Source: an optimization exercise on an open RTL-to-GDS flow (aim: small area and a short achievable clock period). Production flows keep margins and buffers that such runs may drop.
RTL that was checked went through simulation tests only; none was proved equivalent to the original.
Function not checked in run 3: the RTL went through the layout flow alone.

==> flow/design.v (outline; a module is shown in full before it is edited, if it fits) <==
// module DP4_pipe: 192 lines
// module MUL: 330 lines
// module SUM4: 113 lines
// module ADD48: 592 lines
// module ADD52: 640 lines
// module FA: 6 lines
// module HA: 6 lines
// module LZC64: 131 lines
module DP4_pipe(
    mode, clk, reset,
    a, b, c, d, e, f, g, h,
    DP4
);
  // ...
==> flow/run.sh <==
#!/bin/bash
# synth_recipe.tcl (not shown) runs the flow's synth.tcl, then flattens the netlist and writes it again
# the make line also repeats each setting of config.mk as NAME=value (left out here)
make -C /OpenROAD-flow-scripts/flow DESIGN_CONFIG=/design/flow/config.mk WORK_HOME=/design/flow/orfs CLKGATE_MAP_FILE= SYNTH_SCRIPT=/design/flow/synth_recipe.tcl finish
==> flow/config.mk <==
export PLATFORM = sky130hd
export DESIGN_NAME = DP4_pipe
export DESIGN_NICKNAME = DP4_pipe
export VERILOG_FILES = /design/flow/design.v
export SDC_FILE = /design/flow/constraint.sdc
export NUM_CORES = 4
export LEC_CHECK = 0
export CAP_MARGIN = 20
export CORE_MARGIN = 2
export CORE_UTILIZATION = 40
export PLACE_DENSITY = 0.6
export SETUP_SLACK_MARGIN = 5.0
export SLEW_MARGIN = 20
export SYNTH_HIERARCHICAL = 1
export SYNTH_MINIMUM_KEEP_SIZE = 0
==> flow/constraint.sdc <==
create_clock -name core_clock -period 8.8 [get_ports {clk}]
set_input_delay 1.7600 -clock core_clock [delete_from_list [all_inputs] [get_ports {clk}]]
set_output_delay 1.7600 -clock core_clock [all_outputs]
set_load 0.01 [all_outputs]
==> flow_summary.yaml, run 1 <==
run_status:
  outcome: "complete, no violations"
setup_path:
  r2r_start: "yb1[6]"
  reg2reg_to: "pab2[38]"
  critPathRequiredTime_ns: 9.44
  reg2regPathDepth: 18
  slowest_stage: "fa_1"
  path_common_cell: "fa_1"
  start_kind: "register"
yosys:
  synth_top_family_by_area: "adder cells"
  syn_avg_cell_area_sq_um: 9.48
  yosysMostFrequentCell: "xnor2_1"
  synth-seq-area-share: 0.121
  synthSimpleGateAreaFrac: 0.0936
  synth_mux_area_frac: 0.0707
  async_flop_share: 0.0728
  synth-compound-area-share: 0.185
drt:
  wl_met1_um: 162000
  route.met3.wl_um: 41500
  num_vias: 93100
  drtIter0Drc: 10000
grt:
  met2_usage: 0.487
  antenna_found_initial: 24
  grt_pass1_wl_um: 610000
clock_tree:
  clockRootBuffer: "clkbuf_16"
  clk_latency_ns: 0.77
die:
  die_area_sq_mm: 0.258
cells_and_area:
  final_common_cell: "xnor2_1"
  multiInputGateArea_sq_mm: 0.0931
  signal_buffers: 1671
sta:
  max_freq_mhz: 181
  worst_slew_pin_slew_ns: 1.15
worst_hold_path:
  hp-class: "register to register"
  hold_start: "m2"
==> inputs of run 2 (changes only) <==
--- a/flow/config.mk
+++ b/flow/config.mk
@@ -9,7 +9,7 @@
 export CORE_MARGIN = 2
 export CORE_UTILIZATION = 40
 export PLACE_DENSITY = 0.6
-export SETUP_SLACK_MARGIN = 5.0
+export SETUP_SLACK_MARGIN = 3.5
 export SLEW_MARGIN = 20
 export SYNTH_HIERARCHICAL = 1
 export SYNTH_MINIMUM_KEEP_SIZE = 0
==> flow_summary.yaml, run 2 <==
run_status:
  outcome: "complete, no violations"
drt:
  dr.pass1.iters: 7
  num_vias: 90800
  via_per_inst: 6.13
  drc: 0
  drt-total-wl_um: 398000
  drtIter0Drc: 10100
  routedWlPerCell_um: 26.8
  antenna_left: 0
cells_and_area:
  final_common_cell: "xnor2_1"
  area_delta_synth_final_pct: 25.9
  utilization: 0.505
  largest_reg_flops: 52
  fin_nets: 13400
  fillers: 22500
  final_cell_mix: "xnor2_1 (1361), fa_1 (1023), a22oi_1 (842), buf_4 (599), mux2i_1 (516)"
  drive_gt1_frac: 0.249
  max_flop_register: "s3"
sta:
  period_share: 0.640
  rsz0062_at_grt: "yes"
  timing.final.max_slew_violations: 0
  hold_violations: 0
  setup_viol: 0
  tns_ns: 0
  worst_slew_pin_slew_ns: 1.39
  clock_skew_ns: 0.0460
  max_freq_mhz: 178
  slew_headroom: 0.0477
  fin_crit_ns: 5.63
grt:
  grtUsageMet1: 0.374
  grt_pass1_wl_um: 576000
  met2_usage: 0.449
  grt_max_degree: 124
  antenna_found_initial: 11
  grtUsageMet3: 0.0666
  grt_use_total: 0.288
  grt_pass1_vias: 91600
  grt_overflow: 0
  grt-busiest-layer: "met2"
yosys:
  syn_avg_cell_area_sq_um: 9.48
  synth.top_cell.area_share: 0.240
  yosys-top-cells-count: "xnor2_1 (1471), fa_1 (1217), a22oi_1 (1078), dfxtp_1 (560), ha_1 (551)"
  yosysUniqueCellTypes: 135
  ys.flop_type: "dfxtp_1"
  synth_area_sq_mm: 0.102
  yosysMostFrequentCell: "xnor2_1"
  synth_edf_count: 0
  synth_top_cell_by_area: "fa_1"
  synth_area_leaders: "fa_1 (24%), xnor2_1 (13%), dfxtp_1 (11%)"
  netlist_instances: 10700
  synth-seq-area-share: 0.121
  async_flop_share: 0.0728
  yosys_warnings: 7
  synth-seq-cells: 604
placed_design:
  portBuffers: 290
  gp_congestion: 0.983
  hpwl_um: 262000
setup_path:
  reg2regPathDepth: 19
  cp-end-kind: "register"
  critPathRequiredTime_ns: 9.44
  path_class: "register to register"
  cp.arrival_ns: 6.26
  r2r_start: "yb1[17]"
  reg2reg_to: "pab2[27]"
  start_kind: "register"
  critical_path.max_fanout: 11
  r2r_setup_slack_ns: 3.17
worst_hold_path:
  hp-class: "register to register"
  whs_path_depth: 0
  min_to: "sg2[3]"
  hold_start: "sg1[3]"
die:
  die_w_um: 508
  die_h_um: 508
  rows: 185
  coreArea_sq_mm: 0.253
  num_io_pins: 291
  die_area_sq_mm: 0.258
  start_util: 0.401
run:
  drv_cap: 0
clock_tree:
  cts_made_buffers: 77
  cts_hold_buffers: 0
  cts.sinks: 604
  clk_latency_ns: 0.76
  clk_pin_slew_ns: 0.06
  clock_path_buffers: 3
  clockRootBuffer: "clkbuf_16"
  htree_levels: 3
  cts_tree: "done"
## run 2: layout make-up
| cell class | count | area (sq um) | share of cell area |
|---|---|---|---|
| Antenna cell | 28 | 70.1 | 0.000547 |
| Inverter | 366 | 1450 | 0.0113 |
| Timing Repair inverter | 1 | 7.51 | 0.0000586 |
| Multi-Input combinational cell | 8933 | 90100 | 0.703 |
| Clock inverter | 49 | 669 | 0.00523 |
| Tap cell | 3366 | 4210 | 0.0329 |
| Clock buffer | 92 | 2070 | 0.0162 |
| Sequential cell | 604 | 13000 | 0.101 |
| Timing Repair Buffer | 1372 | 16500 | 0.129 |
## run 2: worst max-delay path, cell delays in order, from the launching register on
cell	delay, ns
dfxtp_4	0.45
buf_8	0.19
a22oi_2	0.10
xnor2_1	0.27
fa_1	0.51
fa_2	0.36
fa_2	0.55
fa_1	0.46
fa_1	0.56
ha_4	0.23
and4_4	0.19
and4_1	0.18
inv_2	0.08
buf_4	0.11
buf_6	0.11
a211oi_4	0.04
o21a_1	0.24
o21a_1	0.23
or4b_4	0.51
o2111ai_4	0.15
## run 2: worst max path at each step
stage | startpoint | to | depth (start not counted)
floorplan | s3[51] | n4[22] | 30
global placement | s3[51] | n4[21] | 25
detailed placement | s3[51] | n4[22] | 23
CTS | yd1[17] | pcd2[38] | 18
global route | yb1[4] | pab2[32] | 18
finish | yb1[17] | pab2[27] | 19
## run 2: through the flow
stage | hold WS (ns) | cells | setup slack, ns | cell area (sq um)
after global placement | 0.315 | 13900 | 1.91 | 106000
final | 0.324 | 14800 | 3.17 | 128000
after CTS | 0.327 | 14500 | 3.33 | 121000
after floorplan | 0.310 | 10800 | 3.09 | 102000
after global routing | 0.330 | 14800 | 3.04 | 128000
after detailed placement | 0.313 | 13900 | 1.84 | 106000
## run 2: kinds of logic (layout without fill, tap and decap cells)
logic type | after synthesis | after routing | synth area share
compound gates | 2674 | 2674 | 0.185
xor+xnor | 1791 | 1791 | 0.155
fa+ha+maj | 1768 | 1768 | 0.307
buf+inv | 1291 | 1880 | 0.0671
flops | 604 | 604 | 0.121
mux | 673 | 673 | 0.0707
other cells | 10 | 137 | 0.000369
simple gates | 1916 | 1918 | 0.0936
## run 2: per-layer routing
metal,vias to the layer above,wire length [um]
li1,38900,-
met1,44900,156000
met2,5489,176000
met3,1416,40700
met4,4,24700
met5,-,30
## run 2: modules after synthesis (local to each module, per instance)
module,flip-flops and latches,cells,cell area (sq um)
ADD48,0,262,2050
ADD52,0,350,2530
DP4_pipe,604,4944,42300
FA,0,1,20.0
HA,0,1,12.5
LZC64,0,117,698
MUL,0,732,5680
SUM4,0,52,390
## run 2: what timing repair did
action | CTS | global route
endpoints found under the setup margin | 239 | 193
gates resized for setup | 1454 | 932
setup buffers | 448 | 235
pin swaps | 486 | 506
cloned | 63 | 40
==> module DP4_pipe, before the edit <==
module DP4_pipe(
    mode, clk, reset,
    a, b, c, d, e, f, g, h,
    DP4
);
input mode, clk, reset;
input [31:0] a, b, c, d, e, f, g, h;
output [31:0] DP4;
function [22:0] man;                  
    input m;
    input [31:0] x;
    man = m ? x[22:0] : {x[9:0], 13'b0};
endfunction
function [7:0] pexp;                  
    input m;
    input [31:0] x, y;
    pexp = m ? (x[30:23] + y[30:23] - 8'd127) : ({3'b0, x[14:10]} + {3'b0, y[14:10]} - 8'd15);
endfunction
function [35:0] booth;                
    input [22:0] y;
    reg [24:0] z;
    integer i;
    begin
        z = {1'b1, y, 1'b0};          
        for (i = 0; i < 12; i = i + 1) begin
            booth[24 + i] = z[2*i+2];
            booth[12 + i] = (z[2*i+2] & ~z[2*i+1] & ~z[2*i]) | (~z[2*i+2] & z[2*i+1] & z[2*i]);
            booth[i]      = z[2*i+1] ^ z[2*i];
        end
    end
endfunction
reg        m1;
reg [22:0] xa1, xc1, xe1, xg1;
reg [35:0] yb1, yd1, yf1, yh1;
reg [7:0]  eab1, ecd1, eef1, egh1;
reg [3:0]  sg1;
always @(posedge clk) begin
    m1 <= mode;
    xa1 <= man(mode, a); yb1 <= booth(man(mode, b));
    xc1 <= man(mode, c); yd1 <= booth(man(mode, d));
    xe1 <= man(mode, e); yf1 <= booth(man(mode, f));
    xg1 <= man(mode, g); yh1 <= booth(man(mode, h));
    eab1 <= pexp(mode, a, b); ecd1 <= pexp(mode, c, d);
    eef1 <= pexp(mode, e, f); egh1 <= pexp(mode, g, h);
    sg1 <= mode ? {a[31]^b[31], c[31]^d[31], e[31]^f[31], g[31]^h[31]}
                : {a[15]^b[15], c[15]^d[15], e[15]^f[15], g[15]^h[15]};
end
wire [47:0] pab, pcd, pef, pgh;
MUL u_mab(xa1, yb1[11:0], yb1[23:12], yb1[35:24], pab);
MUL u_mcd(xc1, yd1[11:0], yd1[23:12], yd1[35:24], pcd);
MUL u_mef(xe1, yf1[11:0], yf1[23:12], yf1[35:24], pef);
MUL u_mgh(xg1, yh1[11:0], yh1[23:12], yh1[35:24], pgh);
wire [7:0] d_ab_cd = eab1 - ecd1, d_cd_ab = ecd1 - eab1;
wire [7:0] d_cd_ef = ecd1 - eef1, d_ef_cd = eef1 - ecd1;
wire [7:0] d_ef_gh = eef1 - egh1, d_gh_ef = egh1 - eef1;
wire [7:0] d_gh_ab = egh1 - eab1, d_ab_gh = eab1 - egh1;
wire [7:0] d_ab_ef = eab1 - eef1, d_ef_ab = eef1 - eab1;
wire [7:0] d_cd_gh = ecd1 - egh1, d_gh_cd = egh1 - ecd1;
wire [7:0] x_ab_cd = d_ab_cd[7] ? d_cd_ab : d_ab_cd;
wire [7:0] x_cd_ef = d_cd_ef[7] ? d_ef_cd : d_cd_ef;
wire [7:0] x_ef_gh = d_ef_gh[7] ? d_gh_ef : d_ef_gh;
wire [7:0] x_gh_ab = d_gh_ab[7] ? d_ab_gh : d_gh_ab;
wire [7:0] x_ab_ef = d_ab_ef[7] ? d_ef_ab : d_ab_ef;
wire [7:0] x_cd_gh = d_cd_gh[7] ? d_gh_cd : d_cd_gh;
wire [5:0] cmp = {~d_ab_cd[7], ~d_cd_ef[7], ~d_ef_gh[7], ~d_gh_ab[7], ~d_ab_ef[7], ~d_cd_gh[7]};
reg [7:0] emax, s_ab, s_cd, s_ef, s_gh;
always @(*) begin
    casex (cmp)
        6'b0001_xx: begin emax = egh1; s_ab = x_gh_ab; s_cd = x_cd_gh; s_ef = x_ef_gh; s_gh = 0; end
        6'b0010_xx: begin emax = eef1; s_ab = x_ab_ef; s_cd = x_cd_ef; s_ef = 0; s_gh = x_ef_gh; end
        6'b0011_xx: begin emax = eef1; s_ab = x_ab_ef; s_cd = x_cd_ef; s_ef = 0; s_gh = x_ef_gh; end
        6'b0100_xx: begin emax = ecd1; s_ab = x_ab_cd; s_cd = 0; s_ef = x_cd_ef; s_gh = x_cd_gh; end
        6'b0101_x0: begin emax = egh1; s_ab = x_gh_ab; s_cd = x_cd_gh; s_ef = x_ef_gh; s_gh = 0; end
        6'b0101_x1: begin emax = ecd1; s_ab = x_ab_cd; s_cd = 0; s_ef = x_cd_ef; s_gh = x_cd_gh; end
        6'b0110_xx: begin emax = ecd1; s_ab = x_ab_cd; s_cd = 0; s_ef = x_cd_ef; s_gh = x_cd_gh; end
        6'b0111_xx: begin emax = ecd1; s_ab = x_ab_cd; s_cd = 0; s_ef = x_cd_ef; s_gh = x_cd_gh; end
        6'b1000_xx: begin emax = eab1; s_ab = 0; s_cd = x_ab_cd; s_ef = x_ab_ef; s_gh = x_gh_ab; end
        6'b1001_xx: begin emax = egh1; s_ab = x_gh_ab; s_cd = x_cd_gh; s_ef = x_ef_gh; s_gh = 0; end
        6'b1010_0x: begin emax = eef1; s_ab = x_ab_ef; s_cd = x_cd_ef; s_ef = 0; s_gh = x_ef_gh; end
        6'b1010_1x: begin emax = eab1; s_ab = 0; s_cd = x_ab_cd; s_ef = x_ab_ef; s_gh = x_gh_ab; end
        6'b1011_xx: begin emax = eef1; s_ab = x_ab_ef; s_cd = x_cd_ef; s_ef = 0; s_gh = x_ef_gh; end
        6'b1100_xx: begin emax = eab1; s_ab = 0; s_cd = x_ab_cd; s_ef = x_ab_ef; s_gh = x_gh_ab; end
        6'b1101_xx: begin emax = egh1; s_ab = x_gh_ab; s_cd = x_cd_gh; s_ef = x_ef_gh; s_gh = 0; end
        6'b1110_xx: begin emax = eab1; s_ab = 0; s_cd = x_ab_cd; s_ef = x_ab_ef; s_gh = x_gh_ab; end
        default:    begin emax = eab1; s_ab = 0; s_cd = 0; s_ef = 0; s_gh = 0; end
    endcase
end
function [5:0] clamp;
    input [7:0] s;
    clamp = (s[7:6] != 2'b0) ? 6'h3f : s[5:0];
endfunction
reg        m2;
reg [47:0] pab2, pcd2, pef2, pgh2;
reg [5:0]  sab2, scd2, sef2, sgh2;
reg [7:0]  e2;
reg [3:0]  sg2;
always @(posedge clk) begin
    m2 <= m1;
    pab2 <= pab; pcd2 <= pcd; pef2 <= pef; pgh2 <= pgh;
    sab2 <= clamp(s_ab); scd2 <= clamp(s_cd); sef2 <= clamp(s_ef); sgh2 <= clamp(s_gh);
    e2 <= m1 ? emax : {3'b0, emax[4:0]};
    sg2 <= sg1;
end
function [47:0] rsh48;                
    input [47:0] v;
    input [5:0] s;
    reg [47:0] t;
    begin
        t = s[5] ? {32'b0, v[47:32]} : v;
        t = s[4] ? {16'b0, t[47:16]} : t;
        t = s[3] ? { 8'b0, t[47:8]}  : t;
        t = s[2] ? { 4'b0, t[47:4]}  : t;
        t = s[1] ? { 2'b0, t[47:2]}  : t;
        rsh48 = s[0] ? { 1'b0, t[47:1]}  : t;
    end
endfunction
wire [51:0] tab = {52{sg2[3]}} ^ {4'b0, rsh48(pab2, sab2)};
wire [51:0] tcd = {52{sg2[2]}} ^ {4'b0, rsh48(pcd2, scd2)};
wire [51:0] tef = {52{sg2[1]}} ^ {4'b0, rsh48(pef2, sef2)};
wire [51:0] tgh = {52{sg2[0]}} ^ {4'b0, rsh48(pgh2, sgh2)};
wire [51:0] sx, sy, ssum;
SUM4  u_sum(tab, tcd, tef, tgh, sg2[3:2], sx, sy);
ADD52 u_add(sx, sy, sg2[1], ssum);
reg        m3, c3;
reg [51:0] s3;
reg [7:0]  e3;
always @(posedge clk) begin
    m3 <= m2;
    c3 <= sg2[0];
    s3 <= ssum;
    e3 <= e2;
end
wire        neg = s3[51];
wire        zfix = c3 & (&s3);
wire [49:0] u   = s3[49:0] ^ {50{neg}};
wire [49:0] mg  = u + {48'b0, neg & ~c3, c3};
wire        rsh = |mg[49:47];
wire [1:0]  k   = mg[49] ? 2'd3 : (mg[48] ? 2'd2 : 2'd1);
wire [23:0] mr  = mg[49] ? mg[49:26] : (mg[48] ? mg[48:25] : mg[47:24]);
wire        g32 = mg[49] ? mg[25] : (mg[48] ? mg[24] : mg[23]);
wire        r32 = mg[49] ? mg[24] : (mg[48] ? mg[23] : mg[22]);
wire        t32 = mg[49] ? |mg[23:3] : (mg[48] ? |mg[22:2] : |mg[21:1]);
wire        g16 = mg[49] ? mg[38] : (mg[48] ? mg[37] : mg[36]);
wire        r16 = mg[49] ? mg[37] : (mg[48] ? mg[36] : mg[35]);
wire        t16 = mg[49] ? |mg[36:28] : (mg[48] ? |mg[35:27] : |mg[34:26]);
wire        c32 = g32 & (r32 | mr[0] | t32);
wire        c16 = g16 & (r16 | mr[13] | t16);
wire [5:0]  lz;                       
LZC64 u_lzc({mg[46:1], 1'b1, 17'b0}, lz);
function [46:0] lsh47;                
    input [46:0] v;
    input [5:0] s;
    reg [46:0] t;
    begin
        t = s[5] ? {v[14:0], 32'b0} : v;
        t = s[4] ? {t[30:0], 16'b0} : t;
        t = s[3] ? {t[38:0],  8'b0} : t;
        t = s[2] ? {t[42:0],  4'b0} : t;
        t = s[1] ? {t[44:0],  2'b0} : t;
        lsh47 = s[0] ? {t[45:0],  1'b0} : t;
    end
endfunction
wire [46:0] ml = lsh47(mg[46:0], lz);
reg        m4, sgn4, up4, rsh4;
reg [23:0] n4;
reg [7:0]  e4;
reg [5:0]  lz4;
reg [1:0]  k4;
always @(posedge clk or posedge reset) begin
    if (reset) begin
        m4 <= 1'b0; sgn4 <= 1'b0; up4 <= 1'b0; rsh4 <= 1'b0;
        n4 <= 24'b0; e4 <= 8'b0; lz4 <= 6'b0; k4 <= 2'b0;
    end else begin
        m4 <= m3;
        e4 <= e3;
        sgn4 <= neg & ~zfix;
        up4 <= rsh & ~zfix & (m3 ? c32 : c16);
        rsh4 <= rsh & ~zfix;
        k4 <= k;
        lz4 <= zfix ? 6'd46 : lz;
        n4 <= zfix ? 24'b0 : (rsh ? mr : ml[46:23]);
    end
end
wire [7:0]  ex  = rsh4 ? e4 + {6'b0, k4} : e4 - {2'b0, lz4};
wire [24:0] r32v = {1'b0, n4} + {24'b0, up4};
wire [22:0] f32  = r32v[24] ? r32v[23:1] : r32v[22:0];
wire [7:0]  x32  = ex + {7'b0, r32v[24]};
wire [11:0] r16v = {1'b0, n4[23:13]} + {11'b0, up4};
wire [9:0]  f16  = r16v[11] ? r16v[10:1] : r16v[9:0];
wire [4:0]  x16  = ex[4:0] + {4'b0, r16v[11]};
assign DP4 = m4 ? {sgn4, x32, f32} : {16'b0, sgn4, x16, f16};
endmodule
==> inputs of run 3 (changes only) <==
--- a/flow/design.v
+++ b/flow/design.v
@@ -148,29 +148,27 @@
 wire        c16 = g16 & (r16 | mr[13] | t16);
 wire [5:0]  lz;                       
 LZC64 u_lzc({mg[46:1], 1'b1, 17'b0}, lz);
-function [46:0] lsh47;                
+function [46:0] lsh47h;
     input [46:0] v;
-    input [5:0] s;
+    input [2:0] s;
     reg [46:0] t;
     begin
-        t = s[5] ? {v[14:0], 32'b0} : v;
-        t = s[4] ? {t[30:0], 16'b0} : t;
-        t = s[3] ? {t[38:0],  8'b0} : t;
-        t = s[2] ? {t[42:0],  4'b0} : t;
-        t = s[1] ? {t[44:0],  2'b0} : t;
-        lsh47 = s[0] ? {t[45:0],  1'b0} : t;
+        t = s[2] ? {v[14:0], 32'b0} : v;
+        t = s[1] ? {t[30:0], 16'b0} : t;
+        lsh47h = s[0] ? {t[38:0],  8'b0} : t;
     end
 endfunction
-wire [46:0] ml = lsh47(mg[46:0], lz);
+wire [46:0] mh = lsh47h(mg[46:0], lz[5:3]);
 reg        m4, sgn4, up4, rsh4;
-reg [23:0] n4;
+reg [30:0] h4;                        
+reg [2:0]  lzl4;
 reg [7:0]  e4;
 reg [5:0]  lz4;
 reg [1:0]  k4;
 always @(posedge clk or posedge reset) begin
     if (reset) begin
         m4 <= 1'b0; sgn4 <= 1'b0; up4 <= 1'b0; rsh4 <= 1'b0;
-        n4 <= 24'b0; e4 <= 8'b0; lz4 <= 6'b0; k4 <= 2'b0;
+        h4 <= 31'b0; lzl4 <= 3'b0; e4 <= 8'b0; lz4 <= 6'b0; k4 <= 2'b0;
     end else begin
         m4 <= m3;
         e4 <= e3;
@@ -179,9 +177,22 @@
         rsh4 <= rsh & ~zfix;
         k4 <= k;
         lz4 <= zfix ? 6'd46 : lz;
-        n4 <= zfix ? 24'b0 : (rsh ? mr : ml[46:23]);
+        lzl4 <= (rsh | zfix) ? 3'b0 : lz[2:0];
+        h4 <= zfix ? 31'b0 : (rsh ? {mr, 7'b0} : mh[46:16]);
     end
 end
+function [23:0] lsh31l;               
+    input [30:0] v;
+    input [2:0] s;
+    reg [30:0] t;
+    begin
+        t = s[2] ? {v[26:0], 4'b0} : v;
+        t = s[1] ? {t[28:0], 2'b0} : t;
+        t = s[0] ? {t[29:0], 1'b0} : t;
+        lsh31l = t[30:7];
+    end
+endfunction
+wire [23:0] n4  = lsh31l(h4, lzl4);
 wire [7:0]  ex  = rsh4 ? e4 + {6'b0, k4} : e4 - {2'b0, lz4};
 wire [24:0] r32v = {1'b0, n4} + {24'b0, up4};
 wire [22:0] f32  = r32v[24] ? r32v[23:1] : r32v[22:0];
--- a/flow/config.mk
+++ b/flow/config.mk
@@ -9,7 +9,7 @@
 export CORE_MARGIN = 2
 export CORE_UTILIZATION = 40
 export PLACE_DENSITY = 0.6
-export SETUP_SLACK_MARGIN = 3.5
+export SETUP_SLACK_MARGIN = 5.0
 export SLEW_MARGIN = 20
 export SYNTH_HIERARCHICAL = 1
 export SYNTH_MINIMUM_KEEP_SIZE = 0
==> flow_summary.yaml, run 3 <==
grt:
  grt_pass1_vias: 93000
  grt_max_degree: 131
  grt_use_total: 0.309
  grt_overflow: 0
  grt_pass1_wl_um: 605000
  antenna_found_initial: 14
clock_tree:
  cts_tree: "done"
  htree_levels: 3
  clockRootBuffer: "clkbuf_16"
  clk_latency_ns: 0.76
  clk_pin_slew_ns: 0.07
  cts_hold_buffers: 0
  clock_path_buffers: 3
  cts.sinks: 614
  cts_made_buffers: 76
sta:
  timing.final.max_slew_violations: 0
  setup_viol: 0
  fin_crit_ns: 5.71
  clock_skew_ns: 0.0648
  period_share: 0.649
  worst_slew_pin_slew_ns: 1.10
  hold_violations: 0
  slew_headroom: 0.268
  max_freq_mhz: 175
  rsz0062_at_grt: "yes"
  tns_ns: 0
drt:
  drtIter0Drc: 10100
  via_per_inst: 6.15
  routedWlPerCell_um: 28.0
  antenna_left: 0
  drc: 0
  dr.pass1.iters: 10
  num_vias: 91500
  drt-total-wl_um: 417000
yosys:
  netlist_instances: 10600
  yosys_warnings: 7
  yosys-top-cells-count: "xnor2_1 (1474), fa_1 (1217), a22oi_1 (1074), dfxtp_1 (560), ha_1 (551)"
  synth-seq-cells: 614
  synth_adder_area_share: 0.309
  synth_edf_count: 0
  syn_avg_cell_area_sq_um: 9.50
  ys.flop_type: "dfxtp_1"
  async_flop_share: 0.0879
  synth_area_leaders: "fa_1 (24%), xnor2_1 (13%), dfxtp_1 (11%)"
  synth_mux_area_frac: 0.0739
  synth.top_cell.area_share: 0.241
  yosysMostFrequentCell: "xnor2_1"
  synth_top_cell_by_area: "fa_1"
  synth_area_sq_mm: 0.101
  synth-compound-area-share: 0.179
  synthSimpleGateAreaFrac: 0.0904
  synth-seq-area-share: 0.124
  synth_top_family_by_area: "adder cells"
  synthXorXnorAreaFrac: 0.156
  yosysUniqueCellTypes: 117
worst_hold_path:
  min_to: "sg2[3]"
  hold_start: "sg1[3]"
  whs_path_depth: 0
  hp-class: "register to register"
cells_and_area:
  final_common_cell: "xnor2_1"
  area_delta_synth_final_pct: 30.0
  instances_no_fill: 14900
  drive_gt1_frac: 0.300
  multiInputGateArea_sq_mm: 0.0920
  max_flop_register: "s3"
  final_cell_mix: "xnor2_1 (1278), fa_1 (1007), a22oi_1 (826), buf_4 (702), mux2i_1 (510)"
  seqCellArea_sq_mm: 0.0133
  fillers: 22000
  largest_reg_flops: 52
  fin_nets: 13500
die:
  die_w_um: 507
  coreArea_sq_mm: 0.251
  die_area_sq_mm: 0.257
  rows: 184
  start_util: 0.402
  num_io_pins: 291
  die_h_um: 507
run:
  drv_cap: 0
placed_design:
  portBuffers: 290
  dp.cells: 13700
  hpwl_um: 260000
  gp_congestion: 0.955
setup_path:
  critical_path.max_fanout: 6
  cp.arrival_ns: 3.95
  slowest_stage: "dfrtp_2"
  critPathRequiredTime_ns: 7.04
  cp-end-kind: "primary output"
  start_kind: "register"
  crit_chain: "buf_12 -> buf_4 -> buf_4 -> buf_4 -> mux2i_4 -> a21oi_4 -> nand3_1 -> a21oi_4 -> buf_4 -> nand4_1 -> inv_2 -> ha_4 -> buf_4 -> ha_4 -> nand4_1 -> xnor2_1 -> and2_1 -> buf_2"
  path_common_cell: "buf_4"
  path_class: "register to primary output"
  reg2reg_to: "pgh2[27]"
  slowest_delay_ns: 0.47
  r2r_setup_slack_ns: 3.30
  reg2regPathDepth: 16
  r2r_start: "xg1[8]"
run_status:
  outcome: "complete, no violations"
-- run 3: cell types whose count changed in the layout (fill, tap and decap cells not counted), sizes merged, moves of 12 or more --
cell	delta
a21oi	+32
a222oi	-16
buf	+273
bufbuf	-33
clkbuf	-20
clkdlybuf4s50	-23
clkinv	-12
diode	-25
inv	+12
nand2	+36
nand3	-20
nor3	-15
-- run 3: logic make-up (layout without fill, tap and decap cells) --
| logic type | count (synthesis) | after routing |
|---|---|---|
| adder cells (fa/ha/maj) | 1768 | 1768 |
| AND/OR/NAND/NOR | 1883 | 1883 |
| buffers and inverters | 1280 | 2066 |
| other | 10 | 112 |
| multiplexers | 688 | 688 |
| AO/OA/AOI/OAI | 2606 | 2607 |
| XOR/XNOR | 1795 | 1796 |
| flip-flops | 614 | 614 |
-- run 3: area by class of cell --
cell class | instances | area share
Antenna cell | 3 | 0.0000571
Clock buffer | 103 | 0.0166
Clock inverter | 31 | 0.00316
Inverter | 377 | 0.0114
Multi-Input combinational cell | 8851 | 0.700
Sequential cell | 614 | 0.101
Tap cell | 3348 | 0.0319
Timing Repair Buffer | 1554 | 0.136
Timing Repair inverter | 1 | 0.0000381
-- run 3: modules after synthesis, one instance, submodules excluded --
module / cells / times used / cell area [sq um] / flops+latches
ADD48: 262 / 4 / 2050 / 0
MUL: 732 / 4 / 5680 / 0
LZC64: 117 / 1 / 698 / 0
SUM4: 52 / 1 / 390 / 0
DP4_pipe: 4861 / 1 / 41700 / 614
FA: 1 / 1160 / 20.0 / 0
HA: 1 / 128 / 12.5 / 0
ADD52: 350 / 1 / 2530 / 0
-- run 3: worst max-delay path, delay by kind of cell (launching register included) --
family	cells	cell delay, ns
DFF	1	0.47
muxes	1	0.20
xor gates and xnor gates	1	0.16
and+or+nand+nor	4	0.59
AOI/OAI and AO/OA	2	0.41
adders and majority gates	2	0.26
buffers and inverters	8	1.12
-- run 3: worst max path at each step --
stage	to	cells after the start	startpoint
2_1_floorplan	h4[20]	29	s3[51]
3_3_place_gp	s3[43]	21	sab2[5]
3_5_place_dp	s3[43]	20	sab2[5]
4_1_cts	DP4[30]	20	lzl4[1]
5_1_grt	DP4[30]	20	lzl4[1]
6_report	DP4[29]	18	lzl4[1]
-- run 3: what timing repair did --
| item | 4_1_cts | 5_1_grt |
|---|---|---|
| resized for setup | 1438 | 679 |
| setup buffers | 793 | 242 |
| pin swaps | 500 | 450 |
| gates cloned | 43 | 12 |
| hold endpoints to repair | 0 | 0 |
| setup endpoints to repair | 325 | 316 |
-- run 3: stage by stage --
step            util  setup slack, ns  hold WS [ns]  instance area, sq um
6_report       0.523             3.09         0.324                131000
5_1_grt        0.523             2.91         0.328                131000
4_1_cts        0.500             3.04         0.327                126000
3_5_place_dp   0.430             1.98         0.315                108000
3_3_place_gp   0.430             2.08         0.317                108000
2_1_floorplan      -             3.49         0.310                107000
-- run 3: layer usage --
layer	up-vias	GRT usage	part of all wire
li1	38700	-	-
met1	45600	0.406	0.40
met2	5647	0.472	0.44
met3	1458	0.0831	0.11
met4	4	0.143	0.055
met5	-	0	0.000060

==> afterwards: timing with drivers on the ports <==
In the flow no input, the clock included, has a driving cell. The finished layouts below were timed again as built, in two steps.
Step 1, drivers: a clkbuf_16 drives clk and a buf_2 each remaining input, both assumed.
Step 2 also shifts input and output timing later by t, the mid clock arrival at the registers, as if the neighbouring blocks saw the same clock.
a / b / c = no drivers / after step 1 / after step 2; a / b = the first two.
| run | t (ns) | slack for setup (ns) | hold slack, ns | worst setup path after step 2 | worst register clock-pin slew, ns |
|---|---|---|---|---|---|
| run 1 | 0.845 | 3.286 / 3.286 / 3.286 | 0.329 / 0.329 / 0.329 | register to register | 0.07 / 0.07 |
| run 2 | 0.845 | 3.172 / 3.172 / 3.172 | 0.324 / 0.324 / 0.324 | register to register | 0.08 / 0.08 |
| run 3 | 0.840 | 3.086 / 2.979 / 3.296 | 0.324 / 0.324 / 0.324 | register to register | 0.08 / 0.08 |
After both steps every run listed still meets setup and hold.
